Context: an optimization exercise on an open-source flow, tuned for small area. The choices shown serve that exercise and are no tape-out recipe.
Function was checked by simulation only, so behaviour that the tests miss may differ from the original.
Power figures rest on the tool's default switching activity, not on a simulated workload. The flow treats the clock pin as an ideal source, which a real chip does not have.

`design/flow/design.v`:
```
module crc_10(
  input  [47:0] data_in,
  output [3:0]  crc_out);
  assign crc_out[0] =   ^(data_in & 48'h46b7d98b821f);
  assign crc_out[1] = ~(^(data_in & 48'hcbd86a9c8621));
  assign crc_out[2] =   ^(data_in & 48'h97b0d5390c42);
  assign crc_out[3] =   ^(data_in & 48'h2f61aa721884);
endmodule
module mac_table_ram (
    input  wire        clk,
    input  wire        rst_n,
    input  wire [3:0]  idx,        
    input  wire [47:0] mac,        
    input  wire [2:0]  port,       
    input  wire        we_nx,      
    input  wire        keep_v,     
    input  wire        flag_we,    
    input  wire        port_cap,   
    output wire        rd_valid,   
    output reg  [2:0]  rd_port,    
    input  wire        age,        
    input  wire [3:0]  age_addr
);
localparam W = 47;   
wire [43:0] key = {mac[47:8], mac[4], mac[2:0]};
wire [3:0]  ext = {mac[7], mac[6], mac[5], mac[3]};
reg  [16*W-1:0] ring;
reg  [3:0]      pos;
reg  [3:0]      ext15;
reg  [15:0]     valid;
reg  [15:0]     seen;
reg  [3:0]      wr;          
reg  [3:0]      hold;        
wire [3:0] slot    = pos - idx;
wire [3:0] slot_nx = slot + 4'd1;
wire [3:0] wr_nx   = {4{we_nx && slot_nx[1:0] == 2'd0}} & (4'd1 << slot_nx[3:2]);
always @(posedge clk or negedge rst_n) begin
    if (!rst_n) begin
        pos  <= 4'd0;
        wr   <= 4'd0;
        hold <= 4'hf;
    end else begin
        pos  <= pos + 4'd1;
        wr   <= wr_nx;
        hold <= ~wr_nx;
    end
end
wire [W-1:0] cur = ({W{wr[0]}} & ring[ 0*W +: W]) | ({W{wr[1]}} & ring[ 4*W +: W]) |
                   ({W{wr[2]}} & ring[ 8*W +: W]) | ({W{wr[3]}} & ring[12*W +: W]);
wire match = (cur[43:0] == key) && (idx != 4'd15 || ext15 == ext);
wire [2:0] new_port = (keep_v && match) ? cur[46:44] : port;
integer x;
always @(posedge clk) begin
    for (x = 0; x < 16; x = x + 1) begin
        if (x % 4 == 0)
            ring[((x + 1) % 16)*W +: W] <= ({W{wr[x / 4]}} & {new_port, key}) |
                                           ({W{hold[x / 4]}} & ring[x*W +: W]);
        else
            ring[((x + 1) % 16)*W +: W] <= ring[x*W +: W];
    end
    if (|wr && idx == 4'd15)
        ext15 <= ext;
end
reg [2:0] slot_port;
always @(*) begin
    slot_port = 3'd0;
    for (x = 0; x < 16; x = x + 1)
        if (slot == x)
            slot_port = ring[x*W + 44 +: 3];
end
always @(posedge clk)
    if (port_cap)
        rd_port <= slot_port;
wire [15:0] sel  = 16'd1 << idx;
wire [15:0] asel = 16'd1 << age_addr;
always @(posedge clk or negedge rst_n) begin
    if (!rst_n) begin
        valid <= 16'd0;
        seen  <= 16'd0;
    end else begin
        for (x = 0; x < 16; x = x + 1) begin
            if (flag_we && sel[x]) begin
                valid[x] <= 1'b1;
                seen[x]  <= 1'b1;
            end else if (age && asel[x]) begin
                valid[x] <= seen[x];
                seen[x]  <= 1'b0;
            end
        end
    end
end
assign rd_valid = valid[idx];
endmodule
module mac_addr#(
    parameter OLD_TIME = 16'd1500,
    parameter AW = 4, 
    parameter TABLE_END = 10'd1 << AW 
)
(
    input wire sys_clk,
    input wire sys_rst_n,
    input wire mac_addr_en,
    input wire [47:0] D_mac,
    input wire [47:0] S_mac,
    input wire [2:0] S_port_num,
    output wire [2:0] D_port_num,
    output wire D_port_num_en,
    output wire flooding
);
localparam [3:0] IDLE = 4'd0, HASH = 4'd1, S1 = 4'd2, S2 = 4'd3, S3 = 4'd4,
                 FLOOD = 4'd5, W1 = 4'd6, W2 = 4'd7, W3 = 4'd8, W4 = 4'd9;
reg [3:0] st;
reg [3:0] st_nx;
reg       vsnap;         
reg       skip_q;        
wire bcast = &D_mac;
always @(*) begin
    case (st)
        IDLE:    st_nx = mac_addr_en ? (bcast ? FLOOD : HASH) : IDLE;
        S3:      st_nx = vsnap ? W1 : FLOOD;
        W4:      st_nx = IDLE;
        default: st_nx = st + 4'd1;
    endcase
end
always @(posedge sys_clk or negedge sys_rst_n) begin
    if (!sys_rst_n)
        st <= IDLE;
    else
        st <= st_nx;
end
assign flooding      = (st == FLOOD);
assign D_port_num_en = (st == S3) && vsnap;
wire        dphase = (st == HASH) || (st == S1);
wire [3:0]  h;
crc_10 crc_10_inst(
    .data_in (dphase ? D_mac : S_mac),
    .crc_out (h)
);
wire [3:0] idx = (!dphase && bcast) ? 4'd15 : h;
reg  [1:0] sub;
reg  [9:0] grp;
wire [9:0] grp_inc = grp + 10'd1;
always @(posedge sys_clk or negedge sys_rst_n) begin
    if (!sys_rst_n) begin
        sub <= 2'd0;
        grp <= 10'd508;
    end else if (sub == 2'd2) begin
        sub <= 2'd0;
        grp <= (grp == 10'd1023) ? 10'd508 : grp_inc;
    end else
        sub <= sub + 2'd1;
end
wire age = (&grp[9:4]) && (sub == 2'd2);
wire [9:0] grp_inc2 = grp + 10'd2;
wire skip_nx = (sub == 2'd0 && (&grp_inc[9:4]) && grp_inc[3:0] == idx) ||
               (sub == 2'd2 && (&grp_inc2[9:4]) && grp_inc2[3:0] == idx);
wire nx_w1 = (st == S3 && vsnap) || (st == FLOOD);
wire nx_w  = nx_w1 || (st == W1) || (st == W2) || (st == W3);
wire rd_valid;
always @(posedge sys_clk or negedge sys_rst_n) begin
    if (!sys_rst_n) begin
        vsnap  <= 1'b0;
        skip_q <= 1'b0;
    end else begin
        if (st == S1 || st == W1)
            vsnap <= rd_valid;
        if (nx_w1)
            skip_q <= skip_nx;
    end
end
mac_table_ram mac_table_ram_inst (
    .clk      (sys_clk),
    .rst_n    (sys_rst_n),
    .idx      (idx),
    .mac      (S_mac),
    .port     (S_port_num),
    .we_nx    (nx_w && !(nx_w1 ? skip_nx : skip_q)),
    .keep_v   ((st == W1) ? rd_valid : vsnap),
    .flag_we  ((st == W4) && !skip_q),
    .port_cap (st == S1),
    .rd_valid (rd_valid),
    .rd_port  (D_port_num),
    .age      (age),
    .age_addr (grp[3:0])
);
endmodule
```
`design/flow/flow/run.sh`:
```
#!/bin/bash
# The standard layout (standard.sh: the standard flow's synthesis and ORFS flow) with two
# changes: the port buffers are the smallest buffer (buf_1), and clock tree
# synthesis uses larger sink clusters and no dummy loads.
set -e
export BUFFER_PORTS_ARGS="-buffer_cell sky130_fd_sc_hd__buf_1"
export CTS_ARGS="-sink_clustering_enable -repair_clock_nets -sink_clustering_size 30 -sink_clustering_max_diameter 100 -buf_list sky130_fd_sc_hd__clkbuf_16 -dont_use_dummy_load"
bash standard.sh > standard.log 2>&1
```
`design/flow/standard.sh`:
```
#!/bin/bash
# synth_recipe.tcl (not shown) runs the flow's synth.tcl, then flattens the netlist and writes it again
# the make line also repeats each setting of config.mk as NAME=value (left out here)
make -C /OpenROAD-flow-scripts/flow DESIGN_CONFIG=/design/flow/config.mk WORK_HOME=/design/flow/orfs CLKGATE_MAP_FILE= SYNTH_SCRIPT=/design/flow/synth_recipe.tcl "${@:-finish}"
```
`design/flow/config.mk`:
```
export PLATFORM = sky130hd
export DESIGN_NAME = mac_addr
export DESIGN_NICKNAME = mac_addr
export VERILOG_FILES = /design/flow/design.v
export SDC_FILE = /design/flow/constraint.sdc
export NUM_CORES = 4
export LEC_CHECK = 0
export CAP_MARGIN = 20
export CORE_MARGIN = 2
export CORE_UTILIZATION = 70
export SLEW_MARGIN = 20
```
`design/flow/constraint.sdc`:
```
create_clock -name core_clock -period 10.0 [get_ports {sys_clk}]
set_input_delay 2.0000 -clock core_clock [delete_from_list [all_inputs] [get_ports {sys_clk}]]
set_output_delay 2.0000 -clock core_clock [all_outputs]
set_load 0.01 [all_outputs]
```
==> results of run 1 <==
[worst max path at each step]
stage	from	to
6_report	S_mac[37]	mac_table_ram_inst.rd_port[2]
5_1_grt	S_mac[37]	mac_table_ram_inst.rd_port[2]
4_1_cts	S_mac[37]	mac_table_ram_inst.rd_port[2]
3_5_place_dp	S_mac[37]	mac_table_ram_inst.rd_port[2]
3_3_place_gp	S_mac[37]	mac_table_ram_inst.rd_port[2]
2_1_floorplan	S_mac[37]	mac_table_ram_inst.rd_port[2]
[cell type report]
class | count | area, um^2
flip-flops and latches | 821 | 16840
multi-input cells | 864 | 7003
inverters | 20 | 75.07
repair buffers | 119 | 496.7
diodes | 3 | 7.507
fillers | 2252 | 8686
well taps | 455 | 569.3
clock buffers | 31 | 775.7
[flip-flops by register name, summed over array words and instances, names as in the netlist, 2 cells and up]
name / cells
mac_table_ram_inst.ext15: 4
mac_table_ram_inst.seen: 16
grp: 10
mac_table_ram_inst.hold: 4
mac_table_ram_inst.rd_port: 3
mac_table_ram_inst.pos: 4
st: 4
sub: 2
mac_table_ram_inst.ring: 752
mac_table_ram_inst.valid: 16
mac_table_ram_inst.wr: 4
[per-layer routing]
| layer | wire [um] | GRT usage (%) |
|---|---|---|
| met1 | 23490 | 41.08 |
| met2 | 23620 | 46.14 |
| met3 | 3034 | 4.085 |
| met4 | 1102 | 6.857 |
| met5 | 0 | 0 |
[cells by family (layout without fill, tap and decap cells)]
family	count (synthesis)	count (layout)	synth area share [%]
AOI/OAI and AO/OA	402	402	13.41
xor gates and xnor gates	148	148	7.038
adders and majority gates	16	16	0.8521
buffers and inverters	140	170	2.253
DFF	821	821	69.05
muxes	48	48	2.269
other	0	3	0
and+or+nand+nor	250	250	5.133
[power by group through the flow]
stage / logic [mW] / clock network (mW) / registers, mW
2_1_floorplan: 1.79 / 0 / 4.39
3_3_place_gp: 2.16 / 0 / 4.56
3_5_place_dp: 2.21 / 0 / 4.60
4_1_cts: 2.24 / 1.48 / 4.55
5_1_grt: 2.45 / 1.58 / 4.62
6_report: 2.27 / 1.45 / 4.54
[cells in the final DEF, fill, tap and decap left out, types with 7 or more instances in the layout]
cell type / synthesis / final
a21oi_1: 23 / 23
a221oi_1: 47 / 47
a22o_1: 225 / 225
buf_1: 31 / 105
buf_4: 0 / 13
clkbuf_16: 0 / 31
dfrtp_1: 51 / 47
dfstp_2: 11 / 11
dfxtp_1: 752 / 752
edfxtp_1: 7 / 7
ha_1: 15 / 15
inv_1: 20 / 20
mux2i_1: 37 / 37
nand2_1: 84 / 84
nand3_1: 30 / 30
nand4_1: 29 / 29
nor2_1: 32 / 32
nor3_1: 17 / 17
nor4_1: 12 / 12
o21ai_0: 42 / 41
o31ai_1: 13 / 13
xnor2_1: 65 / 65
xnor3_1: 22 / 22
xor2_1: 51 / 50
==> out/results.ini, run 1 <==
[placed_design]
gp_congestion=0.9422
dp_slack_ns=2.675
hpwlAfterDp_um=32550
dpl_cell_area_mm2=0.02498
portBuffers=106
dp_cells=2279

[layout]
final_util_pct=74.79
nNetsFinal=1975
final_cells=2313
drive_gt1_share_pct=5.337
syn_to_final_growth_pct=5.734
final_area_mm2=0.02577

[global_route]
grt-ovfl-total=0
grt_util_all_layers_pct=28.55
antenna_found_initial=2
grt_pass1_vias=14040
grt_pass1_wl_um=79800
grt_max_degree=63

[timing]
fin_crit_sh_pct=66.31
hold_viol_final=0
grt_setup_unrepaired=false
tns_ns=0
hold_ws_ns=0.2969
skew_ns=0.07496
finalSetupViolCount=0
slew_violations=0
fin_crit_ns=6.631
slew_headroom_pct=36.70
fin_ws_ns=3.369
clock.fmax_ghz=0.1508
worst_pin_slew_ns=0.9428

[routing]
drt_iter0_drc=1019
drtAntennaViolNets=0
route.vias.total=14000
route.detailed.drc=0
routed_via_density=6.054
route.final.wire_length_um=51240
wl_per_cell_um=22.15
drtPass1Iterations=5

[power]
finalPower_mw=8.268
netSwitchingPower_mw=2.646
p_clk_share_pct=17.6
pwr_density_cell_mw_per_mm2=320.8
p_int_mw=5.622
combPwrFrac_pct=27.5
switching_share_pct=32.01
peakVddDrop_v=0.0002266
seqPwrFrac_pct=55.0
p_leak_nw=10.12

[floorplan]
std_cell_rows=68
io_pins=107
core_area_mm2=0.03446
initial_core_util_pct=70.74
die_area_mm2=0.03633
die_w_um=190.6
fp.dieH_um=190.6

[run]
drv_cap=0

[worst_setup_path]
reg2reg_to=mac_table_ram_inst.rd_port[2]
end_kind=flop
cp_cell_sequence=buf_1 -> xnor2_1 -> xnor3_1 -> mux2_2 -> xnor3_2 -> xnor2_4 -> nand2_1 -> ha_1 -> fa_1 -> xnor2_1 -> o21ai_0 -> a211o_1 -> a211o_1 -> a22oi_1
slowest_delay_ns=0.77
cpMaxStageDelayCell=xnor2_1
crit_required_ns=10.48
cp_num_cells=14
worst-setup-path-type=in2reg
rr_worst_depth=15
cp-start-kind=input port
cpLargestDelayFamily=XOR/XNOR gates
r2r_slack_ns=4.79
reg2reg_from=st[0]
crit_buf_inv=1
cp.arrival_ns=7.11
worstPathMaxFanout=12

[synth]
synth_nets=1943
syn-instance-count=1825
ys_seq_elements=821
yosysMostFrequentCell=dfxtp_1
synth_area_leaders=dfxtp_1 62%, a22o_1 8.1%, dfrtp_1 5.2%, xnor2_1 2.3%, xnor3_1 2.0%
async_flop_share_pct=7.552
synth_cell_types=74
yosysTopAreaCell=dfxtp_1
yosysWarningCount=2
synth-seq-area-share_pct=69.05
syn_avg_cell_area_um2=13.36
synth_flop_cell=dfxtp_1
synth_commonest_cells=752 x dfxtp_1, 225 x a22o_1, 84 x nand2_1
synth_top_area_share_pct=61.76
synth_area_mm2=0.02437
synth_edf_count=7

[cts]
cts_resized=0
cts_tree=done
cts_sinks=821
postCtsSetupRepairBufs=0
hold_buffers=0
cts_made_buffers=31
clock-root-buffer=clkbuf_16
h-tree-depth=1
cts_buffer_depth=3
clock_latency_ns=0.63
clkTransAtPathRegs_ns=0.11

[hold_path]
hold_path_end=mac_table_ram_inst.ring[353]
min-delay-start=mac_table_ram_inst.ring[306]
hold_path_class=reg2reg
whs_path_depth=0

[status]
status=complete, no violations

==> run 2, diff against run 1 <==
--- a/design/flow/config.mk
+++ b/design/flow/config.mk
@@ -7,5 +7,5 @@
 export LEC_CHECK = 0
 export CAP_MARGIN = 20
 export CORE_MARGIN = 2
-export CORE_UTILIZATION = 70
+export CORE_UTILIZATION = 50
 export SLEW_MARGIN = 20
==> run 2 against run 1 <==
  * Area after synthesis unchanged
  * Clock power about the same
  * Fmax decreased by 1.2%
  * Routed wire length increased by 0.19%
  * Die area increased by 39%
  * Via count decreased by 1.9%
  * Non-clock buffer count increased by 1
  * Utilization decreased by 21 points
  * First-iteration DRC count decreased by 14%
  * Critical path type unchanged
  * Largest power group unchanged
  * Highest routed layer is now met5
==> out/results.ini, run 2 <==
[timing]
hold_viol_final=0
finalSetupViolCount=0
fin_crit_sh_pct=67.12
clock.fmax_ghz=0.1490
skew_ns=0.05662
hold_ws_ns=0.2935
slew_headroom_pct=34.78
fin_ws_ns=3.288
grt_setup_unrepaired=false
fin_crit_ns=6.712
slew_violations=0
worst_pin_slew_ns=0.9762
tns_ns=0

[synth]
synth-seq-area-share_pct=69.05
synth_area_leaders=dfxtp_1 62%, a22o_1 8.1%, dfrtp_1 5.2%, xnor2_1 2.3%, xnor3_1 2.0%
synth_edf_count=7
yosysMostFrequentCell=dfxtp_1
synth_top_area_share_pct=61.76
async_flop_share_pct=7.552
synth_commonest_cells=752 x dfxtp_1, 225 x a22o_1, 84 x nand2_1
synth_cell_types=74
syn-instance-count=1825
synth_nets=1943
syn_avg_cell_area_um2=13.36
synth_flop_cell=dfxtp_1
yosysTopAreaCell=dfxtp_1
yosysWarningCount=2
ys_seq_elements=821
synth_area_mm2=0.02437

[cts]
clock-root-buffer=clkbuf_16
clkTransAtPathRegs_ns=0.11
postCtsSetupRepairBufs=0
cts_buffer_depth=3
hold_buffers=0
cts_tree=done
clock_latency_ns=0.63
cts_made_buffers=31
cts_resized=0
h-tree-depth=1
cts_sinks=821

[layout]
multi_input_area_mm2=0.007003
fill_cells=4030
layout_commonest_cell=dfxtp_1
final_util_pct=54.17
syn_to_final_growth_pct=6.555
antenna_cells=0
largest-register=mac_table_ram_inst.ring
final_cell_mix=752 x dfxtp_1, 225 x a22o_1, 105 x buf_1
final-seq-area_mm2=0.01684
largest_register_ff_count=752
nNetsFinal=1976
drive_gt1_share_pct=5.388
reg_top3=mac_table_ram_inst.ring x752, mac_table_ram_inst.seen x16, mac_table_ram_inst.valid x16

[placed_design]
dp_slack_ns=2.612
hpwlAfterDp_um=32780
portBuffers=106
gp_congestion=0.8871

[worst_setup_path]
r2r_slack_ns=4.81
rr_worst_depth=15
reg2reg_from=st[0]
cp_cell_sequence=buf_1 -> xnor2_1 -> xnor3_1 -> mux2_2 -> xnor3_2 -> xnor2_4 -> nand2_1 -> ha_1 -> fa_1 -> xnor2_1 -> o21ai_0 -> a211o_1 -> a211o_1 -> a22oi_1
startpoint=S_mac[37]
crit_buf_inv=1
end_kind=flop
slowest_delay_ns=0.71
cpLargestDelayFamily=XOR/XNOR gates
worstPathMaxFanout=12
cp.arrival_ns=7.16
reg2reg_to=mac_table_ram_inst.rd_port[2]
cp-start-kind=input port
cp_num_cells=14
cpMaxStageDelayCell=xnor2_1
crit_required_ns=10.45
worst-setup-path-type=in2reg
crit_path_end=mac_table_ram_inst.rd_port[2]

[routing]
route.detailed.drc=0
drt_iter0_drc=875
route.final.wire_length_um=51340
routed_via_density=5.558
route.vias.total=13730
drtAntennaViolNets=0
wl_per_cell_um=20.78
drtPass1Iterations=5

[floorplan]
die_area_mm2=0.05053
die_w_um=224.8
fp.dieH_um=224.8
io_pins=107
std_cell_rows=80
initial_core_util_pct=50.84
core_area_mm2=0.04795

[global_route]
grt_max_degree=65
antenna_found_initial=1
grt-ovfl-total=0
grt_util_all_layers_pct=20.20
grt_pass1_wl_um=78570
grt_pass1_vias=13450

[power]
finalPower_mw=8.256
netSwitchingPower_mw=2.636
peakVddDrop_v=0.0002968
combPwrFrac_pct=27.8
seqPwrFrac_pct=54.5
switching_share_pct=31.93
p_leak_nw=10.13
p_clk_share_pct=17.7
pwr_density_cell_mw_per_mm2=317.9
p_int_mw=5.620

[hold_path]
whs_path_depth=0
hold_path_class=reg2reg
min-delay-start=mac_table_ram_inst.ring[653]

[run]
drv_cap=0

[status]
status=complete, no violations

-- run 2: stage by stage --
step,instances,cell area [um^2]
6_report,2471,25970
5_1_grt,2471,25970
4_1_cts,2471,25960
3_3_place_gp,2440,25190
3_5_place_dp,2440,25190
2_1_floorplan,1825,24370
-- run 2: metal layers --
layer,global-route usage (%),share of wire (%)
met5,0,0.025
met4,6.452,2.8
met3,3.305,5.5
met2,31.02,44
met1,29.23,48
-- run 2: power groups by stage --
stage | registers [mW] | logic (mW) | clock network [mW]
detailed placement | 4.58 | 2.25 | 0
CTS | 4.51 | 2.27 | 1.51
global route | 4.59 | 2.48 | 1.63
global placement | 4.55 | 2.23 | 0
finish | 4.50 | 2.29 | 1.46
floorplan | 4.39 | 1.79 | 0
-- run 2: layout make-up --
cell class,count,area share [%]
well taps,615,2.963
flip-flops and latches,821,64.86
clock buffers,31,2.987
multi-input cells,864,26.96
repair buffers,120,1.941
inverters,20,0.2890
-- run 2: how the worst min path moves through the flow --
stage	end	slack, ns
after detailed placement	mac_table_ram_inst.ring[191]	0.31
after floorplan	mac_table_ram_inst.ring[0]	0.31
final	mac_table_ram_inst.ring[700]	0.29
after global placement	mac_table_ram_inst.ring[177]	0.31
after CTS	mac_table_ram_inst.ring[700]	0.29
after global routing	mac_table_ram_inst.ring[700]	0.30
-- run 2: logic make-up after synthesis --
group / Yosys count / share of synthesized area (%)
simple gates: 250 / 5.133
xor+xnor: 148 / 7.038
fa+ha+maj: 16 / 0.8521
buf+inv: 140 / 2.253
compound gates: 402 / 13.41
flops: 821 / 69.05
mux: 48 / 2.269
-- run 2: worst reg2reg max path: stages, from the launching register on --
cell and delay, ns:
dfrtp_1 0.42, inv_1 0.10, ha_1 0.25, o21ai_1 0.15, buf_4 0.24, mux2_2 0.43, xnor3_2 0.53, xnor2_4 0.35
nand2_1 0.20, ha_1 0.30, fa_1 0.46, xnor2_1 0.71, o21ai_0 0.20, a211o_1 0.30, a211o_1 0.29, a22oi_1 0.13
==> run 3, diff against run 2 <==
==> design/flow/flow/run.sh (replaced) <==
#!/bin/bash
# The standard layout (standard.sh: the standard flow's synthesis and ORFS flow) with two
# changes: the port buffers are the smallest buffer (buf_1), and clock tree
# synthesis uses larger sink clusters and no dummy loads.
set -e
export BUFFER_PORTS_ARGS="-buffer_cell sky130_fd_sc_hd__buf_1"
export CTS_ARGS="-sink_clustering_enable -repair_clock_nets -sink_clustering_size 36 -sink_clustering_max_diameter 100 -buf_list sky130_fd_sc_hd__clkbuf_16 -dont_use_dummy_load"
bash standard.sh > standard.log 2>&1
==> run 3 against run 2 <==
  * Combinational power about the same
  * Global-route usage down 0.093 points
  * Synthesized cell count unchanged
  * Area after synthesis unchanged
  * Sequential share of layout area up 0.24 points
  * Utilization down 0.20 points
  * Via count down 0.23%
==> out/results.ini, run 3 <==
[timing]
skew_ns=0.03528
hold_viol_final=0
slew_headroom_pct=34.97
fin_crit_sh_pct=67.21
worst_pin_slew_ns=0.9733
grt_setup_unrepaired=false
finalSetupViolCount=0
clock.fmax_ghz=0.1488
tns_ns=0
slew_violations=0
hold_ws_ns=0.3110
fin_crit_ns=6.721

[global_route]
grt_pass1_wl_um=78280
grt_util_all_layers_pct=20.11
antenna_found_initial=1
grt_max_degree=65
grt-ovfl-total=0
grt_pass1_vias=13360

[power]
p_leak_nw=10.08
pwr_density_cell_mw_per_mm2=315.5
peakVddDrop_v=0.0002943

[placed_design]
gp_congestion=0.8871
hpwlAfterDp_um=32780
dp_cells=2440
portBuffers=106

[worst_setup_path]
startpoint=S_mac[37]
crit_required_ns=10.45
cpMaxStageDelayCell=xnor2_1
cp_cell_sequence=buf_1 -> xnor2_1 -> xnor3_1 -> mux2_2 -> xnor3_2 -> xnor2_4 -> nand2_1 -> ha_1 -> fa_1 -> xnor2_1 -> o21ai_0 -> a211o_1 -> a211o_1 -> a22oi_1
worst-setup-path-type=in2reg
reg2reg_from=st[0]
cpLargestDelayFamily=XOR/XNOR gates
end_kind=flop
crit_buf_inv=1
rr_worst_depth=15
slowest_delay_ns=0.70
cp-start-kind=input port
reg2reg_to=mac_table_ram_inst.rd_port[2]
cp.arrival_ns=7.17
r2r_slack_ns=4.79
worstPathMaxFanout=12

[layout]
layout_commonest_cell=dfxtp_1
fill_cells=4030
reg_top3=mac_table_ram_inst.ring x752, mac_table_ram_inst.seen x16, mac_table_ram_inst.valid x16
final-seq-area_mm2=0.01684
largest_register_ff_count=752
drive_gt1_share_pct=5.184
final_cell_mix=752 x dfxtp_1, 225 x a22o_1, 105 x buf_1
syn_to_final_growth_pct=6.155
final_util_pct=53.97
multi_input_area_mm2=0.007003
final_cells=2468
largest-register=mac_table_ram_inst.ring
nNetsFinal=1972

[cts]
clock_latency_ns=0.61
cts_sinks=821
cts_resized=0
cts_made_buffers=27
h-tree-depth=1
clock-root-buffer=clkbuf_16
clkTransAtPathRegs_ns=0.12
postCtsSetupRepairBufs=0
cts_buffer_depth=3
hold_buffers=0
cts_tree=done

[routing]
routed_via_density=5.551
drt_iter0_drc=1039
drtPass1Iterations=5
wl_per_cell_um=20.69
route.vias.total=13700
drtAntennaViolNets=0
route.final.wire_length_um=51050
route.detailed.drc=0

[synth]
synth_nets=1943
synth_area_leaders=dfxtp_1 62%, a22o_1 8.1%, dfrtp_1 5.2%, xnor2_1 2.3%, xnor3_1 2.0%
ys_seq_elements=821
synth-seq-area-share_pct=69.05
synth_flop_cell=dfxtp_1
synth_commonest_cells=752 x dfxtp_1, 225 x a22o_1, 84 x nand2_1
syn_avg_cell_area_um2=13.36
synth_edf_count=7
syn-instance-count=1825
async_flop_share_pct=7.552
yosysWarningCount=2
yosysTopAreaCell=dfxtp_1
yosysMostFrequentCell=dfxtp_1
synth_area_mm2=0.02437
synth_top_area_share_pct=61.76
synth_cell_types=74

[floorplan]
initial_core_util_pct=50.84
std_cell_rows=80
fp.dieH_um=224.8
die_w_um=224.8
core_area_mm2=0.04795
io_pins=107
die_area_mm2=0.05053

[status]
status=complete, no violations

[hold_path]
hold_path_end=mac_table_ram_inst.ring[559]
hold_path_class=reg2reg
min-delay-start=mac_table_ram_inst.ring[512]
whs_path_depth=0

[run]
drv_cap=0

[run 3: cell count changes in the layout (fill, tap and decap cells not counted), sizes merged]
cell,delta
clkbuf,-4
diode,+1
[run 3: how the worst max path moves through the flow]
stage | slack, ns | depth (start not counted) | endpoint
floorplan | 3.89 | 17 | mac_table_ram_inst.rd_port[2]
global placement | 2.73 | 14 | mac_table_ram_inst.rd_port[2]
detailed placement | 2.61 | 14 | mac_table_ram_inst.rd_port[2]
CTS | 3.25 | 14 | mac_table_ram_inst.rd_port[2]
global route | 2.94 | 14 | mac_table_ram_inst.rd_port[2]
finish | 3.28 | 14 | mac_table_ram_inst.rd_port[2]
[run 3: per-layer routing]
metal	global-route usage (%)	wire length (um)	part of all wire (%)	vias up
met5	0	0	0	-
met4	5.747	1435	2.8	0
met3	3.292	2717	5.3	76
met2	30.98	22330	44	359
met1	29.28	24570	48	6788
li1	-	-	-	6478
[run 3: logic make-up after synthesis]
kind of cell,after synthesis,share of synthesized area [%]
DFF,821,69.05
AOI/OAI and AO/OA,402,13.41
and+or+nand+nor,250,5.133
xor gates and xnor gates,148,7.038
buffers and inverters,140,2.253
muxes,48,2.269
adders and majority gates,16,0.8521
[run 3: final cells by class]
type / count / share of cell area [%]
repair buffers: 120 / 1.949
inverters: 20 / 0.2901
flip-flops and latches: 821 / 65.10
multi-input cells: 864 / 27.06
well taps: 615 / 2.974
diodes: 1 / 0.009671
clock buffers: 27 / 2.611
[run 3: stage by stage]
step	power, mW	cell area (um^2)	setup slack (ns)
final	8.164	25870	3.279
after global routing	8.611	25870	2.942
after CTS	8.207	25860	3.246
after detailed placement	6.831	25190	2.612
after global placement	6.782	25190	2.731
after floorplan	6.173	24370	3.889
[run 3: where the power goes]
group	internal, mW	switching (mW)	total, mW
sequential	4.16	0.343	4.50
clock	0.490	0.883	1.37
combinational	0.905	1.39	2.29
total	5.55	2.61	8.16
==> run 4, diff against run 3 <==
==> design/flow/flow/run.sh (replaced) <==
#!/bin/bash
# The standard layout (standard.sh: the standard flow's synthesis and ORFS flow) with two
# changes: the port buffers are the smallest buffer (buf_1), and clock tree
# synthesis uses larger sink clusters and no dummy loads.
set -e
export BUFFER_PORTS_ARGS="-buffer_cell sky130_fd_sc_hd__buf_1"
export CTS_ARGS="-sink_clustering_enable -repair_clock_nets -sink_clustering_size 34 -sink_clustering_max_diameter 130 -buf_list sky130_fd_sc_hd__clkbuf_16 -dont_use_dummy_load"
bash standard.sh > standard.log 2>&1
==> run 4 against run 3 <==
  * Still clean on timing, DRC and antenna
  * Area after synthesis did not move
  * Routed wire length rose by 0.22%
  * Clock skew rose by 0.023 ns
  * Worst setup slack improved by 0.031 ns
  * Final cell count did not move
  * Register-to-register slack improved by 0.02 ns
  * Fmax rose by 0.47%
  * Final area barely moved
  * Synthesized cell count did not move
  * Sequential cell count did not move
  * Combinational power barely moved
  * Sequential share of layout area fell by 0.057 points
  * Highest routed layer is now met5
==> out/results.ini, run 4 <==
[status]
status=complete, no violations

[cts]
cts_resized=0
postCtsSetupRepairBufs=0
cts_made_buffers=28
clock_latency_ns=0.62
clock-root-buffer=clkbuf_16
cts_sinks=821
cts_buffer_depth=3
h-tree-depth=1
cts_tree=done
hold_buffers=0
clkTransAtPathRegs_ns=0.12

[power]
peakVddDrop_v=0.0002972
pwr_density_cell_mw_per_mm2=316.5
p_leak_nw=10.09

[worst_setup_path]
worst-setup-path-type=in2reg
cp_cell_sequence=buf_1 -> xnor2_1 -> xnor3_1 -> mux2_2 -> xnor3_2 -> xnor2_4 -> nand2_1 -> ha_1 -> fa_1 -> xnor2_1 -> o21ai_0 -> a211o_1 -> a211o_1 -> a22oi_1
cpMaxStageDelayCell=xnor2_1
slowest_delay_ns=0.71
worstPathMaxFanout=12
end_kind=flop
cp.arrival_ns=7.15
cp-start-kind=input port
crit_required_ns=10.46

[synth]
synth_top_area_share_pct=61.76
synth_flop_cell=dfxtp_1
syn_avg_cell_area_um2=13.36
synth-seq-area-share_pct=69.05
synth_area_mm2=0.02437
synth_edf_count=7
synth_cell_types=74
ys_seq_elements=821
yosysWarningCount=2
synth_commonest_cells=752 x dfxtp_1, 225 x a22o_1, 84 x nand2_1
yosysTopAreaCell=dfxtp_1
async_flop_share_pct=7.552
syn-instance-count=1825
synth_nets=1943
yosysMostFrequentCell=dfxtp_1
synth_area_leaders=dfxtp_1 62%, a22o_1 8.1%, dfrtp_1 5.2%, xnor2_1 2.3%, xnor3_1 2.0%

[timing]
tns_ns=0
fin_crit_sh_pct=66.90
hold_viol_final=0
skew_ns=0.05847
grt_setup_unrepaired=false
worst_pin_slew_ns=0.9509
clock.fmax_ghz=0.1495
slew_violations=0
fin_crit_ns=6.690
finalSetupViolCount=0
slew_headroom_pct=36.47

[routing]
wl_per_cell_um=20.73
routed_via_density=5.522
drtPass1Iterations=5
drt_iter0_drc=961
drtAntennaViolNets=0
route.final.wire_length_um=51160
route.vias.total=13630
route.detailed.drc=0

[layout]
largest_register_ff_count=752
nNetsFinal=1973
layout_commonest_cell=dfxtp_1
antenna_cells=0
final_util_pct=54.01
largest-register=mac_table_ram_inst.ring
syn_to_final_growth_pct=6.247
drive_gt1_share_pct=5.235
final_area_mm2=0.02590
reg_top3=mac_table_ram_inst.ring x752, mac_table_ram_inst.seen x16, mac_table_ram_inst.valid x16
final_cell_mix=752 x dfxtp_1, 225 x a22o_1, 105 x buf_1

[floorplan]
core_area_mm2=0.04795
die_area_mm2=0.05053
fp.dieH_um=224.8
std_cell_rows=80
io_pins=107
initial_core_util_pct=50.84
die_w_um=224.8

[global_route]
grt_pass1_vias=13400
grt_util_all_layers_pct=20.17
grt-ovfl-total=0
grt_max_degree=65
grt_pass1_wl_um=78520
antenna_found_initial=1

[placed_design]
gp_congestion=0.8871
hpwlAfterDp_um=32780
portBuffers=106
dpl_cell_area_mm2=0.02519

[hold_path]
hold_path_class=reg2reg

[run]
drv_cap=0

-- run 4: changes by cell type in the layout (fill, tap and decap cells not counted), sizes merged --
| cell | change |
|---|---|
| clkbuf | +1 |
| diode | -1 |
-- run 4: final cells by class --
type | instances | area (um^2)
clock buffers | 28 | 700.7
inverters | 20 | 75.07
repair buffers | 120 | 504.2
fillers | 4035 | 22050
flip-flops and latches | 821 | 16840
well taps | 615 | 769.5
multi-input cells | 864 | 7003
-- run 4: layer usage --
layer | GRT usage (%) | up-vias | part of all wire [%]
li1 | - | 6475 | -
met1 | 29.41 | 6727 | 48
met2 | 31.01 | 348 | 44
met3 | 3.318 | 77 | 5.2
met4 | 5.789 | 2 | 2.8
met5 | 0 | - | 0.025
-- run 4: cells by family after synthesis --
kind of cell / share of synthesized area (%)
fa+ha+maj: 0.8521
flops: 69.05
mux: 2.269
compound gates: 13.41
simple gates: 5.133
xor+xnor: 7.038
buf+inv: 2.253
-- run 4: power by group --
group          switching, mW  leakage (nW)  internal [mW]
combinational           1.39          2.90          0.905
clock                  0.893         0.345          0.507
sequential             0.344          6.84           4.16
-- run 4: through the flow --
| stage | power, mW | worst slack, ns | hold slack (ns) | cells |
|---|---|---|---|---|
| 2_1_floorplan | 6.173 | 3.889 | 0.3096 | 1825 |
| 3_3_place_gp | 6.782 | 2.731 | 0.3095 | 2440 |
| 3_5_place_dp | 6.831 | 2.612 | 0.3121 | 2440 |
| 4_1_cts | 8.231 | 3.251 | 0.2951 | 2468 |
| 5_1_grt | 8.636 | 2.956 | 0.2968 | 2468 |
| 6_report | 8.196 | 3.310 | 0.2926 | 2468 |
-- run 4: final timing paths --
kind | start | endpoint | slack (ns) | cells past startpoint
worst max-delay path | S_mac[37] | mac_table_ram_inst.rd_port[2] | 3.31 | 14
worst min-delay path | mac_table_ram_inst.ring[672] | mac_table_ram_inst.ring[719] | 0.29 | 0
worst max register to register | st[0] | mac_table_ram_inst.rd_port[2] | 4.81 | 15
worst min register to register | mac_table_ram_inst.ring[672] | mac_table_ram_inst.ring[719] | 0.29 | 0
max in group asynchronous | sys_rst_n | mac_table_ram_inst.wr[2] | 7.86 | 2
min in group asynchronous | sys_rst_n | mac_table_ram_inst.valid[10] | 1.55 | 2
-- run 4: worst max-delay path: cells and delay by family --
family | cells | cell delay (ns)
mux | 1 | 0.34
buf+inv | 1 | 0.16
simple gates | 1 | 0.20
xor+xnor | 5 | 2.76
fa+ha+maj | 2 | 0.76
compound gates | 4 | 0.92
==> run 5, diff against run 4 <==
==> design/flow/flow/run.sh (replaced) <==
#!/bin/bash
# The standard layout (standard.sh: the standard flow's synthesis and ORFS flow) with two
# changes: the port buffers are the smallest buffer (buf_1), and clock tree
# synthesis uses larger sink clusters and no dummy loads.
set -e
export BUFFER_PORTS_ARGS="-buffer_cell sky130_fd_sc_hd__buf_1"
export CTS_ARGS="-sink_clustering_enable -repair_clock_nets -sink_clustering_size 30 -sink_clustering_max_diameter 100 -buf_list {sky130_fd_sc_hd__clkbuf_8 sky130_fd_sc_hd__clkbuf_16} -dont_use_dummy_load"
bash standard.sh > standard.log 2>&1
==> run 5 against run 4 <==
  * Clock power increased by 4%
  * Fmax decreased by 0.33%
  * Final area increased by 0.29%
  * Clock skew decreased by 0.0019 ns
  * Worst hold slack improved by 0.00090 ns
  * Final cell count increased by 0.12%
  * Sequential share of layout area decreased by 0.19 points
  * Register-to-register slack about the same
  * Combinational power about the same
  * Sequential cell count unchanged
  * Non-clock buffer count unchanged
  * Global-route usage about the same
  * Largest cell class unchanged
  * Highest routed layer unchanged
==> out/results.ini, run 5 <==
[synth]
synth_area_mm2=0.02437
yosysWarningCount=2
async_flop_share_pct=7.552
synth_flop_cell=dfxtp_1
syn_avg_cell_area_um2=13.36
synth_top_area_share_pct=61.76
yosysMostFrequentCell=dfxtp_1
synth_cell_types=74
synth_area_leaders=dfxtp_1 62%, a22o_1 8.1%, dfrtp_1 5.2%, xnor2_1 2.3%, xnor3_1 2.0%
synth-seq-area-share_pct=69.05
synth_commonest_cells=752 x dfxtp_1, 225 x a22o_1, 84 x nand2_1
synth_edf_count=7
yosysTopAreaCell=dfxtp_1
syn-instance-count=1825
synth_nets=1943
ys_seq_elements=821

[worst_setup_path]
worst-setup-path-type=in2reg
r2r_slack_ns=4.81
reg2reg_to=mac_table_ram_inst.rd_port[2]
cp.arrival_ns=7.16
slowest_delay_ns=0.71
cpMaxStageDelayCell=xnor2_1
cp-start-kind=input port
cp_cell_sequence=buf_1 -> xnor2_1 -> xnor3_1 -> mux2_2 -> xnor3_2 -> xnor2_4 -> nand2_1 -> ha_1 -> fa_1 -> xnor2_1 -> o21ai_0 -> a211o_1 -> a211o_1 -> a22oi_1
worstPathMaxFanout=12
rr_worst_depth=15
end_kind=flop
crit_required_ns=10.45
reg2reg_from=st[0]

[cts]
cts_tree=done
clock_latency_ns=0.63
cts_made_buffers=31
clock-root-buffer=clkbuf_16
cts_resized=0
h-tree-depth=1
cts_buffer_depth=3
postCtsSetupRepairBufs=0
clkTransAtPathRegs_ns=0.11
cts_sinks=821
hold_buffers=0

[global_route]
grt_util_all_layers_pct=20.20
grt_pass1_wl_um=78570
grt_pass1_vias=13450
grt-ovfl-total=0
antenna_found_initial=1
grt_max_degree=65

[timing]
hold_viol_final=0
fin_ws_ns=3.288
fin_crit_sh_pct=67.12
grt_setup_unrepaired=false
slew_headroom_pct=34.78
finalSetupViolCount=0
fin_crit_ns=6.712
clock.fmax_ghz=0.1490
tns_ns=0
slew_violations=0
worst_pin_slew_ns=0.9762
skew_ns=0.05662

[floorplan]
die_area_mm2=0.05053
core_area_mm2=0.04795
die_w_um=224.8
initial_core_util_pct=50.84
io_pins=107
std_cell_rows=80
fp.dieH_um=224.8

[placed_design]
dp_slack_ns=2.612
portBuffers=106
hpwlAfterDp_um=32780
gp_congestion=0.8871

[status]
status=complete, no violations

[routing]
route.vias.total=13730
route.final.wire_length_um=51340
drt_iter0_drc=875
routed_via_density=5.558
wl_per_cell_um=20.78
drtPass1Iterations=5
route.detailed.drc=0
drtAntennaViolNets=0

[layout]
layout_commonest_cell=dfxtp_1
reg_top3=mac_table_ram_inst.ring x752, mac_table_ram_inst.seen x16, mac_table_ram_inst.valid x16
largest-register=mac_table_ram_inst.ring
largest_register_ff_count=752
antenna_cells=0
final_cell_mix=752 x dfxtp_1, 225 x a22o_1, 105 x buf_1
syn_to_final_growth_pct=6.555
nNetsFinal=1976
drive_gt1_share_pct=5.388

[power]
peakVddDrop_v=0.0002968
pwr_density_cell_mw_per_mm2=317.9
p_leak_nw=10.13

[hold_path]
hold_path_class=reg2reg
min-delay-start=mac_table_ram_inst.ring[653]
hold_path_end=mac_table_ram_inst.ring[700]
whs_path_depth=0

[run]
drv_cap=0

run 5: layout make-up:
cell class | count | area [um^2]
multi-input combinational | 864 | 7003
clock buffer | 31 | 775.7
timing repair buffer | 120 | 504.2
fill | 4030 | 21970
inverter | 20 | 75.07
sequential | 821 | 16840
tap | 615 | 769.5
run 5: logic make-up (layout without fill, tap and decap cells):
logic type      after synthesis  count (layout)  share of synthesized area, %
mux                          48              48                         2.269
simple gates                250             250                         5.133
xor+xnor                    148             148                         7.038
flops                       821             821                         69.05
compound gates              402             402                         13.41
buf+inv                     140             171                         2.253
fa+ha+maj                    16              16                        0.8521
run 5: critical path, delay by kind of cell:
| kind | cells | cell delay [ns] |
|---|---|---|
| xor+xnor | 5 | 2.76 |
| compound gates | 4 | 0.92 |
| fa+ha+maj | 2 | 0.76 |
| mux | 1 | 0.34 |
| simple gates | 1 | 0.20 |
| buf+inv | 1 | 0.16 |
run 5: layer usage:
| metal | track usage, % | vias up | routed length [um] |
|---|---|---|---|
| met4 | 6.452 | 2 | 1453 |
| met3 | 3.305 | 82 | 2829 |
| met1 | 29.23 | 6778 | 24600 |
| met5 | 0 | - | 13 |
| met2 | 31.02 | 378 | 22440 |
| li1 | - | 6493 | - |
run 5: worst max path at each step:
stage              start                             to  slack (ns)
6_report       S_mac[37]  mac_table_ram_inst.rd_port[2]        3.29
5_1_grt        S_mac[37]  mac_table_ram_inst.rd_port[2]        2.95
4_1_cts        S_mac[37]  mac_table_ram_inst.rd_port[2]        3.25
3_5_place_dp   S_mac[37]  mac_table_ram_inst.rd_port[2]        2.61
3_3_place_gp   S_mac[37]  mac_table_ram_inst.rd_port[2]        2.73
2_1_floorplan  S_mac[37]  mac_table_ram_inst.rd_port[2]        3.89
run 5: per-stage QoR:
step / power (mW) / hold WS, ns / cell area (um^2) / util, % / std cells
floorplan: 6.173 / 0.3096 / 24370 / - / 1825
global placement: 6.782 / 0.3095 / 25190 / 52.54 / 2440
detailed placement: 6.831 / 0.3121 / 25190 / 52.54 / 2440
CTS: 8.295 / 0.2911 / 25960 / 54.15 / 2471
global route: 8.702 / 0.2956 / 25970 / 54.17 / 2471
finish: 8.256 / 0.2935 / 25970 / 54.17 / 2471
run 5: power breakdown:
part | internal (mW) | switching, mW | leakage, nW
clock network | 0.556 | 0.903 | 0.382
logic | 0.905 | 1.39 | 2.90
registers | 4.16 | 0.344 | 6.84
==> run 6, diff against run 5 <==
==> design/flow/flow/run.sh (replaced) <==
#!/bin/bash
# The standard layout (standard.sh: the standard flow's synthesis and ORFS flow) with two
# changes: the port buffers are the smallest buffer (buf_1), and clock tree
# synthesis uses larger sink clusters and no dummy loads.
set -e
export BUFFER_PORTS_ARGS="-buffer_cell sky130_fd_sc_hd__buf_1"
export CTS_ARGS="-sink_clustering_enable -repair_clock_nets -sink_clustering_size 18 -sink_clustering_max_diameter 80 -buf_list sky130_fd_sc_hd__clkbuf_8 -dont_use_dummy_load"
bash standard.sh > standard.log 2>&1
==> run 6 against run 5 <==
  * Still clean
  * Sequential share of layout area increased by 0.14 points
  * Total power decreased by 1.0%
  * Count of clock-buffer cells in the layout increased by 21
  * Area after synthesis unchanged
  * Clock power decreased by 5%
  * Non-clock buffer count unchanged
  * Worst setup slack improved by 0.010 ns
  * Critical path depth unchanged
  * Critical path type unchanged
  * Critical endpoint unchanged
  * Largest power group unchanged
==> out/results.ini, run 6 <==
[status]
status=complete, no violations

[layout]
syn_to_final_growth_pct=6.319
final_util_pct=54.05
final_cell_mix=752 x dfxtp_1, 225 x a22o_1, 105 x buf_1
layout_commonest_cell=dfxtp_1
largest-register=mac_table_ram_inst.ring
multi_input_area_mm2=0.007003
nNetsFinal=1997
final-seq-area_mm2=0.01684
largest_register_ff_count=752
reg_top3=mac_table_ram_inst.ring x752, mac_table_ram_inst.seen x16, mac_table_ram_inst.valid x16
fill_cells=4048
drive_gt1_share_pct=6.446
final_area_mm2=0.02591
final_cells=2493

[synth]
synth_flop_cell=dfxtp_1
yosysMostFrequentCell=dfxtp_1
yosysTopAreaCell=dfxtp_1
synth_edf_count=7
yosysWarningCount=2
ys_seq_elements=821
syn-instance-count=1825
synth_cell_types=74
synth_commonest_cells=752 x dfxtp_1, 225 x a22o_1, 84 x nand2_1
synth_area_leaders=dfxtp_1 62%, a22o_1 8.1%, dfrtp_1 5.2%, xnor2_1 2.3%, xnor3_1 2.0%
synth_area_mm2=0.02437
synth_top_area_share_pct=61.76
synth-seq-area-share_pct=69.05
synth_nets=1943
async_flop_share_pct=7.552
syn_avg_cell_area_um2=13.36

[placed_design]
gp_congestion=0.8871
portBuffers=106
hpwlAfterDp_um=32780
dpl_cell_area_mm2=0.02519
dp_slack_ns=2.612
dp_cells=2440

[cts]
cts_resized=0
postCtsSetupRepairBufs=0
hold_buffers=0
clock_latency_ns=0.67
cts_buffer_depth=3
cts_sinks=821
clkTransAtPathRegs_ns=0.10
cts_made_buffers=52
clock-root-buffer=clkbuf_8
cts_tree=done
h-tree-depth=2

[global_route]
use_met2_pct=31.34
grt_pass1_wl_um=79370
use_met1_pct=29.11
grt.busiest_layer=met2
grt_util_all_layers_pct=20.57
grt_max_degree=65
grtUsageMet3_pct=4.363
antenna_found_initial=2
grt-ovfl-total=0
grt_pass1_vias=13680

[routing]
drtPass1Iterations=7
drt_iter0_drc=872
routed_via_density=5.532
drtAntennaViolNets=0
route.vias.total=13790
route.detailed.drc=0
wl_per_cell_um=20.74
route.final.wire_length_um=51700

[timing]
tns_ns=0
slew_violations=0
fin_crit_sh_pct=67.02
worst_pin_slew_ns=0.9807
clock.fmax_ghz=0.1492
fin_crit_ns=6.702
skew_ns=0.06066
hold_ws_ns=0.3023
grt_setup_unrepaired=false
hold_viol_final=0
fin_ws_ns=3.298
slew_headroom_pct=34.48
finalSetupViolCount=0

[worst_setup_path]
cp.arrival_ns=7.16
end_kind=flop
cpMaxStageDelayCell=xnor2_1
cp_cell_sequence=buf_1 -> xnor2_1 -> xnor3_1 -> mux2_2 -> xnor3_2 -> xnor2_4 -> nand2_1 -> ha_1 -> fa_1 -> xnor2_1 -> o21ai_0 -> a211o_1 -> a211o_1 -> a22oi_1
slowest_delay_ns=0.72
worstPathMaxFanout=12
crit_required_ns=10.45
worst-setup-path-type=in2reg
cp-start-kind=input port

[power]
p_leak_nw=10.12
finalPower_mw=8.172
peakVddDrop_v=0.0002997
pwr_density_cell_mw_per_mm2=315.3

[hold_path]
hold_path_class=reg2reg

[floorplan]
io_pins=107
std_cell_rows=80
initial_core_util_pct=50.84
die_w_um=224.8
fp.dieH_um=224.8
core_area_mm2=0.04795
die_area_mm2=0.05053

[run]
drv_cap=0

[run 6: cell counts after synthesis]
Identical to the previous run, type by type.
[run 6: final cells by class]
cell class,count,area share [%]
Antenna cell,1,0.009656
Tap cell,615,2.969
Sequential cell,821,65.00
Clock buffer,52,2.762
Inverter,20,0.2897
Multi-Input combinational cell,864,27.02
Timing Repair Buffer,120,1.946
[run 6: worst paths after layout]
check	start	endpoint	slack (ns)	cells past startpoint
setup / recovery	S_mac[37]	mac_table_ram_inst.rd_port[2]	3.30	14
hold / removal	mac_table_ram_inst.ring[536]	mac_table_ram_inst.ring[583]	0.30	0
setup reg to reg	st[0]	mac_table_ram_inst.rd_port[2]	4.77	15
hold reg to reg	mac_table_ram_inst.ring[536]	mac_table_ram_inst.ring[583]	0.30	0
max in group asynchronous	sys_rst_n	mac_table_ram_inst.wr[1]	7.90	2
min in group asynchronous	sys_rst_n	mac_table_ram_inst.wr[3]	1.52	2
[run 6: critical path: cells and delay by family]
kind | cells | cell delay [ns]
XOR/XNOR | 5 | 2.77
AO/OA/AOI/OAI | 4 | 0.93
adder cells (fa/ha/maj) | 2 | 0.76
multiplexers | 1 | 0.34
AND/OR/NAND/NOR | 1 | 0.20
buffers and inverters | 1 | 0.16
[run 6: per-layer routing]
layer | vias up | wire, um
met5 | - | 13
met1 | 6819 | 24720
li1 | 6528 | -
met4 | 2 | 1567
met3 | 100 | 2903
met2 | 343 | 22500
[run 6: logic make-up after synthesis]
kind of cell	share of synthesized area [%]
AOI/OAI and AO/OA	13.41
xor gates and xnor gates	7.038
adders and majority gates	0.8521
buffers and inverters	2.253
DFF	69.05
muxes	2.269
and+or+nand+nor	5.133
[run 6: power by group]
group	switching, mW	total, mW	internal, mW
logic	1.38	2.29	0.905
registers	0.344	4.50	4.16
clock network	0.913	1.38	0.468
==> run 7, diff against run 6 <==
--- a/design/flow/design.v
+++ b/design/flow/design.v
@@ -45,16 +45,20 @@
         hold <= ~wr_nx;
     end
 end
-wire [W-1:0] cur = ({W{wr[0]}} & ring[ 0*W +: W]) | ({W{wr[1]}} & ring[ 4*W +: W]) |
-                   ({W{wr[2]}} & ring[ 8*W +: W]) | ({W{wr[3]}} & ring[12*W +: W]);
-wire match = (cur[43:0] == key) && (idx != 4'd15 || ext15 == ext);
-wire [2:0] new_port = (keep_v && match) ? cur[46:44] : port;
+wire [43:0] cur = ({44{wr[0]}} & ring[ 0*W +: 44]) | ({44{wr[1]}} & ring[ 4*W +: 44]) |
+                  ({44{wr[2]}} & ring[ 8*W +: 44]) | ({44{wr[3]}} & ring[12*W +: 44]);
+wire match = (cur == key) && (idx != 4'd15 || ext15 == ext);
+wire [3:0] wr_port = wr & {4{!(keep_v && match)}};
+wire [3:0] hold_port = hold | (wr & {4{keep_v && match}});
 integer x;
 always @(posedge clk) begin
     for (x = 0; x < 16; x = x + 1) begin
-        if (x % 4 == 0)
-            ring[((x + 1) % 16)*W +: W] <= ({W{wr[x / 4]}} & {new_port, key}) |
-                                           ({W{hold[x / 4]}} & ring[x*W +: W]);
+        if (x % 4 == 0) begin
+            ring[((x + 1) % 16)*W +: 44] <= ({44{wr[x / 4]}} & key) |
+                                            ({44{hold[x / 4]}} & ring[x*W +: 44]);
+            ring[((x + 1) % 16)*W + 44 +: 3] <= ({3{wr_port[x / 4]}} & port) |
+                                                ({3{hold_port[x / 4]}} & ring[x*W + 44 +: 3]);
+        end
         else
             ring[((x + 1) % 16)*W +: W] <= ring[x*W +: W];
     end
==> design/flow/flow/run.sh (replaced) <==
#!/bin/bash
# The standard layout (standard.sh: the standard flow's synthesis and ORFS flow) with two
# changes: the port buffers are the smallest buffer (buf_1), and clock tree
# synthesis uses clkbuf_8 buffers on clusters of up to 18 sinks and no dummy
# loads.
set -e
export BUFFER_PORTS_ARGS="-buffer_cell sky130_fd_sc_hd__buf_1"
export CTS_ARGS="-sink_clustering_enable -repair_clock_nets -sink_clustering_size 18 -sink_clustering_max_diameter 80 -buf_list sky130_fd_sc_hd__clkbuf_8 -dont_use_dummy_load"
bash standard.sh > standard.log 2>&1
==> run 7 against run 6 <==
  * Critical path depth down 2
  * Synthesized cell count grew 0.22%
  * Sequential cell count is the same
  * Critical endpoint is now mac_table_ram_inst.rd_port[0]
  * Final cell count unchanged
  * Still clean
  * Largest cell class unchanged
  * Largest power group unchanged
==> out/results.ini, run 7 <==
[run]
drv_cap=0

[hold_path]
hold_path_class=reg2reg

[status]
status=complete, no violations

[global_route]
antenna_found_initial=4
grt_pass1_wl_um=79010
grt_pass1_vias=13640
grt_max_degree=63
grt_util_all_layers_pct=20.43
grt-ovfl-total=0

[layout]
final_cells=2493
multi_input_area_mm2=0.006913
fill_cells=4110
layout_commonest_cell=dfxtp_1
nNetsFinal=1998
drive_gt1_share_pct=6.124
syn_to_final_growth_pct=6.206
final-seq-area_mm2=0.01685
largest-register=mac_table_ram_inst.ring
reg_top3=mac_table_ram_inst.ring x752, mac_table_ram_inst.seen x16, mac_table_ram_inst.valid x16
largest_register_ff_count=752
final_cell_mix=752 x dfxtp_1, 220 x a22o_1, 143 x nand2_1
antenna_cells=0

[timing]
worst_pin_slew_ns=0.8695
fin_ws_ns=3.643
skew_ns=0.08664
slew_headroom_pct=41.61
slew_violations=0
hold_viol_final=0
fin_crit_ns=6.357
finalSetupViolCount=0
grt_setup_unrepaired=false
clock.fmax_ghz=0.1573
fin_crit_sh_pct=63.57
tns_ns=0

[power]
finalPower_mw=7.656
peakVddDrop_v=0.0001896
p_leak_nw=10.08
pwr_density_cell_mw_per_mm2=297.0

[worst_setup_path]
crit_required_ns=10.37
worstPathMaxFanout=17
cp-start-kind=input port
worst-setup-path-type=in2reg
cp.arrival_ns=6.73
end_kind=flop

[routing]
routed_via_density=5.486
route.detailed.drc=0
drtAntennaViolNets=0
drt_iter0_drc=910
drtPass1Iterations=5
route.final.wire_length_um=51090
route.vias.total=13680
wl_per_cell_um=20.49

[floorplan]
std_cell_rows=80
initial_core_util_pct=50.73
die_area_mm2=0.05033
fp.dieH_um=224.3
core_area_mm2=0.04785
io_pins=107
die_w_um=224.3

[placed_design]
hpwlAfterDp_um=31780
portBuffers=106
dp_cells=2441
gp_congestion=0.8728
dp_slack_ns=2.977

[cts]
clock_latency_ns=0.68
postCtsSetupRepairBufs=0
cts_sinks=821
hold_buffers=0
cts_tree=done
cts_resized=0
h-tree-depth=2
clock-root-buffer=clkbuf_8
cts_buffer_depth=3
clkTransAtPathRegs_ns=0.11
cts_made_buffers=52

[synth]
ys_seq_elements=821
synth_nets=1947
synth_commonest_cells=752 x dfxtp_1, 220 x a22o_1, 143 x nand2_1
async_flop_share_pct=7.552
synth_edf_count=7
syn-instance-count=1829
syn_avg_cell_area_um2=13.27
synth_flop_cell=dfxtp_1
synth_top_area_share_pct=62.02
synth_cell_types=72
synth-seq-area-share_pct=69.33
synth_area_mm2=0.02427
yosysTopAreaCell=dfxtp_1
yosysWarningCount=2
yosysMostFrequentCell=dfxtp_1
synth_area_leaders=dfxtp_1 62%, a22o_1 7.9%, dfrtp_1 5.3%, xnor3_1 2.5%, xnor2_1 2.4%

-- run 7: layout make-up --
cell class	count	share of cell area, %
timing repair buffer	116	1.839
tap	615	2.985
clock buffer	52	2.776
multi-input combinational	874	26.81
sequential	821	65.37
inverter	15	0.2184
-- run 7: final timing paths --
kind,slack [ns],cells after the start,from,end
max,3.64,12,S_mac[42],mac_table_ram_inst.rd_port[0]
min,0.24,0,mac_table_ram_inst.ring[146],mac_table_ram_inst.ring[193]
max reg2reg,4.86,11,mac_table_ram_inst.wr[3],mac_table_ram_inst.ring[469]
min reg2reg,0.24,0,mac_table_ram_inst.ring[146],mac_table_ram_inst.ring[193]
max in group asynchronous,7.89,2,sys_rst_n,mac_table_ram_inst.wr[1]
min in group asynchronous,1.51,2,sys_rst_n,mac_table_ram_inst.seen[13]
-- run 7: critical path, stage by stage --
cell       delay, ns
buf_1           0.19
xnor2_1         0.53
xnor3_1         0.56
xnor3_1         0.44
mux2i_4         0.32
xor2_4          0.36
nand2_1         0.18
ha_1            0.26
fa_1            0.94
mux4_2          0.41
a2111oi_0       0.45
a21oi_1         0.07
-- run 7: logic make-up (layout without fill, tap and decap cells) --
logic type	Yosys count	after routing	share of synthesized area, %
AND/OR/NAND/NOR	335	335	6.819
adder cells (fa/ha/maj)	16	16	0.8556
multiplexers	27	27	1.794
flip-flops	821	821	69.33
XOR/XNOR	140	140	6.721
AO/OA/AOI/OAI	356	356	12.29
buffers and inverters	134	183	2.191
-- run 7: through the flow --
step / hold WS (ns) / util, % / area [um^2]
final: 0.2400 / 53.88 / 25780
after CTS: 0.2222 / 53.88 / 25780
after global placement: 0.3097 / 52.39 / 25070
after floorplan: 0.3096 / - / 24270
after global routing: 0.2407 / 53.88 / 25780
after detailed placement: 0.3121 / 52.39 / 25070
-- run 7: report_power, final --
group          internal (mW)  switching (mW)  leakage, nW  total, mW
sequential              4.00           0.359         6.84       4.36
combinational          0.802            1.09         2.87       1.89
clock                  0.468           0.936        0.374       1.40
-- run 7: layer usage --
layer | track usage (%) | vias to the layer above | wire [um]
met4 | 5.063 | 8 | 995
met1 | 28.95 | 6806 | 24570
li1 | - | 6501 | -
met5 | 0 | - | 57
met3 | 3.501 | 89 | 2060
met2 | 32.74 | 272 | 23410
==> run 8, diff against run 7 <==
==> design/flow/flow/run.sh (replaced) <==
#!/bin/bash
# The standard layout (standard.sh: the standard flow's synthesis and ORFS flow) with two
# changes: the port buffers are the smallest buffer (buf_1), and clock tree
# synthesis uses larger sink clusters and no dummy loads.
set -e
export BUFFER_PORTS_ARGS="-buffer_cell sky130_fd_sc_hd__buf_1"
export CTS_ARGS="-sink_clustering_enable -repair_clock_nets -sink_clustering_size 30 -sink_clustering_max_diameter 100 -buf_list sky130_fd_sc_hd__clkbuf_16 -dont_use_dummy_load"
bash standard.sh > standard.log 2>&1
==> run 8 against run 7 <==
  * Area after synthesis unchanged
  * Non-clock buffer count unchanged
  * Still clean
  * Clock power increased by 5%
  * Sequential cell count unchanged
==> out/results.ini, run 8 <==
[status]
status=complete, no violations

[timing]
finalSetupViolCount=0
clock.fmax_ghz=0.1575
slew_violations=0
skew_ns=0.06328
hold_viol_final=0
fin_ws_ns=3.651
grt_setup_unrepaired=false
fin_crit_sh_pct=63.49
worst_pin_slew_ns=0.8890
fin_crit_ns=6.349
tns_ns=0
slew_headroom_pct=40.31

[floorplan]
die_w_um=224.3
io_pins=107
std_cell_rows=80
initial_core_util_pct=50.73
core_area_mm2=0.04785
fp.dieH_um=224.3
die_area_mm2=0.05033

[power]
pwr_density_cell_mw_per_mm2=298.5
seqPwrFrac_pct=56.5
p_leak_nw=10.09
p_clk_share_pct=19.0
peakVddDrop_v=0.0001596
finalPower_mw=7.715
netSwitchingPower_mw=2.358
combPwrFrac_pct=24.5
p_int_mw=5.357
switching_share_pct=30.56

[global_route]
grt-ovfl-total=0
grt_max_degree=63
grt_pass1_vias=13410
grt_pass1_wl_um=78170
grt_util_all_layers_pct=19.97
antenna_found_initial=5

[worst_setup_path]
crit_required_ns=10.31
cp-start-kind=input port
worstPathMaxFanout=17
worst-setup-path-type=in2reg
reg2reg_from=mac_table_ram_inst.wr[2]
cp.arrival_ns=6.66
end_kind=flop
r2r_slack_ns=4.83
startpoint=S_mac[31]

[cts]
cts_tree=done
cts_buffer_depth=3
clock-root-buffer=clkbuf_16
cts_sinks=821
cts_resized=0
h-tree-depth=1
cts_made_buffers=31
clock_latency_ns=0.64
postCtsSetupRepairBufs=0
clkTransAtPathRegs_ns=0.10
hold_buffers=0

[routing]
wl_met2_um=23030
route.vias.total=13500
routed_via_density=5.458
route.detailed.drc=0
dr_wl_met3_um=1932
m1WireLength_um=24290
drtAntennaViolNets=0
route.final.wire_length_um=50240
wl_per_cell_um=20.32
routed.top_layer=met5
drt_iter0_drc=906
drtPass1Iterations=5

[synth]
async_flop_share_pct=7.552
synth_area_leaders=dfxtp_1 62%, a22o_1 7.9%, dfrtp_1 5.3%, xnor3_1 2.5%, xnor2_1 2.4%
yosysWarningCount=2
ys_seq_elements=821
syn_avg_cell_area_um2=13.27
synth_flop_cell=dfxtp_1
syn-instance-count=1829
yosysMostFrequentCell=dfxtp_1
synth_nets=1947
yosysTopAreaCell=dfxtp_1
synth_edf_count=7
synth_top_area_share_pct=62.02
synth_area_mm2=0.02427
synth_commonest_cells=752 x dfxtp_1, 220 x a22o_1, 143 x nand2_1
synth_cell_types=72
synth-seq-area-share_pct=69.33

[layout]
reg_top3=mac_table_ram_inst.ring x752, mac_table_ram_inst.seen x16, mac_table_ram_inst.valid x16
final_cell_mix=752 x dfxtp_1, 220 x a22o_1, 143 x nand2_1
fill_cells=4087
layout_commonest_cell=dfxtp_1
nNetsFinal=1977
syn_to_final_growth_pct=6.463
largest_register_ff_count=752
drive_gt1_share_pct=5.062
largest-register=mac_table_ram_inst.ring

[placed_design]
dp_slack_ns=2.977
hpwlAfterDp_um=31780
portBuffers=106
gp_congestion=0.8728

[hold_path]
hold_path_class=reg2reg
min-delay-start=mac_table_ram_inst.ring[644]

[run]
drv_cap=0

run 8: cell counts after synthesis:
No cell type changed its count.
run 8: power by group through the flow:
stage	combinational [mW]	clock, mW	sequential (mW)
final	1.89	1.47	4.36
after global routing	2.07	1.62	4.44
after CTS	1.90	1.51	4.37
after detailed placement	1.88	0	4.43
after global placement	1.87	0	4.41
after floorplan	1.54	0	4.20
run 8: stage by stage:
stage | cell area (um^2) | hold WS [ns] | util (%) | cells
after floorplan | 24270 | 0.3096 | - | 1829
after global placement | 25070 | 0.3097 | 52.39 | 2441
after detailed placement | 25070 | 0.3121 | 52.39 | 2441
after CTS | 25840 | 0.2808 | 54.01 | 2472
after global routing | 25840 | 0.2963 | 54.01 | 2473
final | 25840 | 0.2782 | 54.01 | 2473
run 8: layout make-up:
class / instances / area (um^2) / share of cell area, %
Timing Repair Buffer: 116 / 474.2 / 1.835
Sequential cell: 821 / 16850 / 65.21
Clock buffer: 31 / 775.7 / 3.002
Antenna cell: 1 / 2.502 / 0.009683
Tap cell: 615 / 769.5 / 2.977
Multi-Input combinational cell: 874 / 6913 / 26.75
Inverter: 15 / 56.30 / 0.2179
run 8: critical path, cell delays in order:
cell and delay [ns]:
buf_1 0.34, xnor3_1 0.56, xnor3_2 0.30, xnor3_1 0.48
mux2i_4 0.32, xor2_4 0.36, nand2_1 0.18, ha_1 0.26
fa_1 0.92, mux4_2 0.40, a2111oi_0 0.45, a21oi_1 0.07
run 8: cells by family after synthesis:
group / synth area share, %
buffers and inverters: 2.191
xor gates and xnor gates: 6.721
DFF: 69.33
AOI/OAI and AO/OA: 12.29
adders and majority gates: 0.8556
and+or+nand+nor: 6.819
muxes: 1.794
run 8: layer usage:
layer / up-vias / GRT usage (%)
met4: 8 / 3.952
met2: 247 / 32.27
met1: 6705 / 29.12
met3: 70 / 2.417
met5: - / 0
li1: 6467 / -
run 8: final timing paths:
kind | end | cells past startpoint
max | mac_table_ram_inst.rd_port[0] | 12
min in group asynchronous | mac_table_ram_inst.seen[13] | 2
min reg2reg | mac_table_ram_inst.ring[691] | 0
max in group asynchronous | mac_table_ram_inst.wr[3] | 2
min | mac_table_ram_inst.ring[691] | 0
max reg2reg | mac_table_ram_inst.ring[469] | 11

port drivers added, routing unchanged:
The flow's constraints put no driver on any port. The routed layouts listed below were extracted and timed again, unchanged, in two steps. Step 1, drivers: a clkbuf_16 drives sys_clk and a buf_2 each remaining input, both assumed. Step 2 times the ports against the registers' clock, not the clock port: input delays grow and output delays shrink by t, the midpoint of the rising clock arrivals with the driver on. a / b / c = no drivers / after step 1 / after step 2; a / b = the first two.
run	t, ns	slack for setup (ns)	worst setup path after step 2	slew at the worst register clock pin (ns)
run 1	0.652	3.369 / 3.402 / 2.750	input to register	0.11 / 0.11
run 2	0.668	3.288 / 3.319 / 2.651	input to register	0.11 / 0.11
run 3	0.655	3.279 / 3.312 / 2.657	input to register	0.12 / 0.12
run 4	0.647	3.310 / 3.335 / 2.688	input to register	0.13 / 0.13
run 5	0.668	3.288 / 3.319 / 2.651	input to register	0.11 / 0.11
run 6	0.695	3.298 / 3.326 / 2.632	input to register	0.11 / 0.11
run 7	0.695	3.643 / 3.669 / 2.974	input to register	0.12 / 0.12
run 8	0.664	3.651 / 3.671 / 3.007	input to register	0.11 / 0.11
After both steps setup and hold are still met in every run listed. For run 7, which loses most, drivers alone change the setup slack by +0.026 ns; drivers and shift together by -0.669 ns.
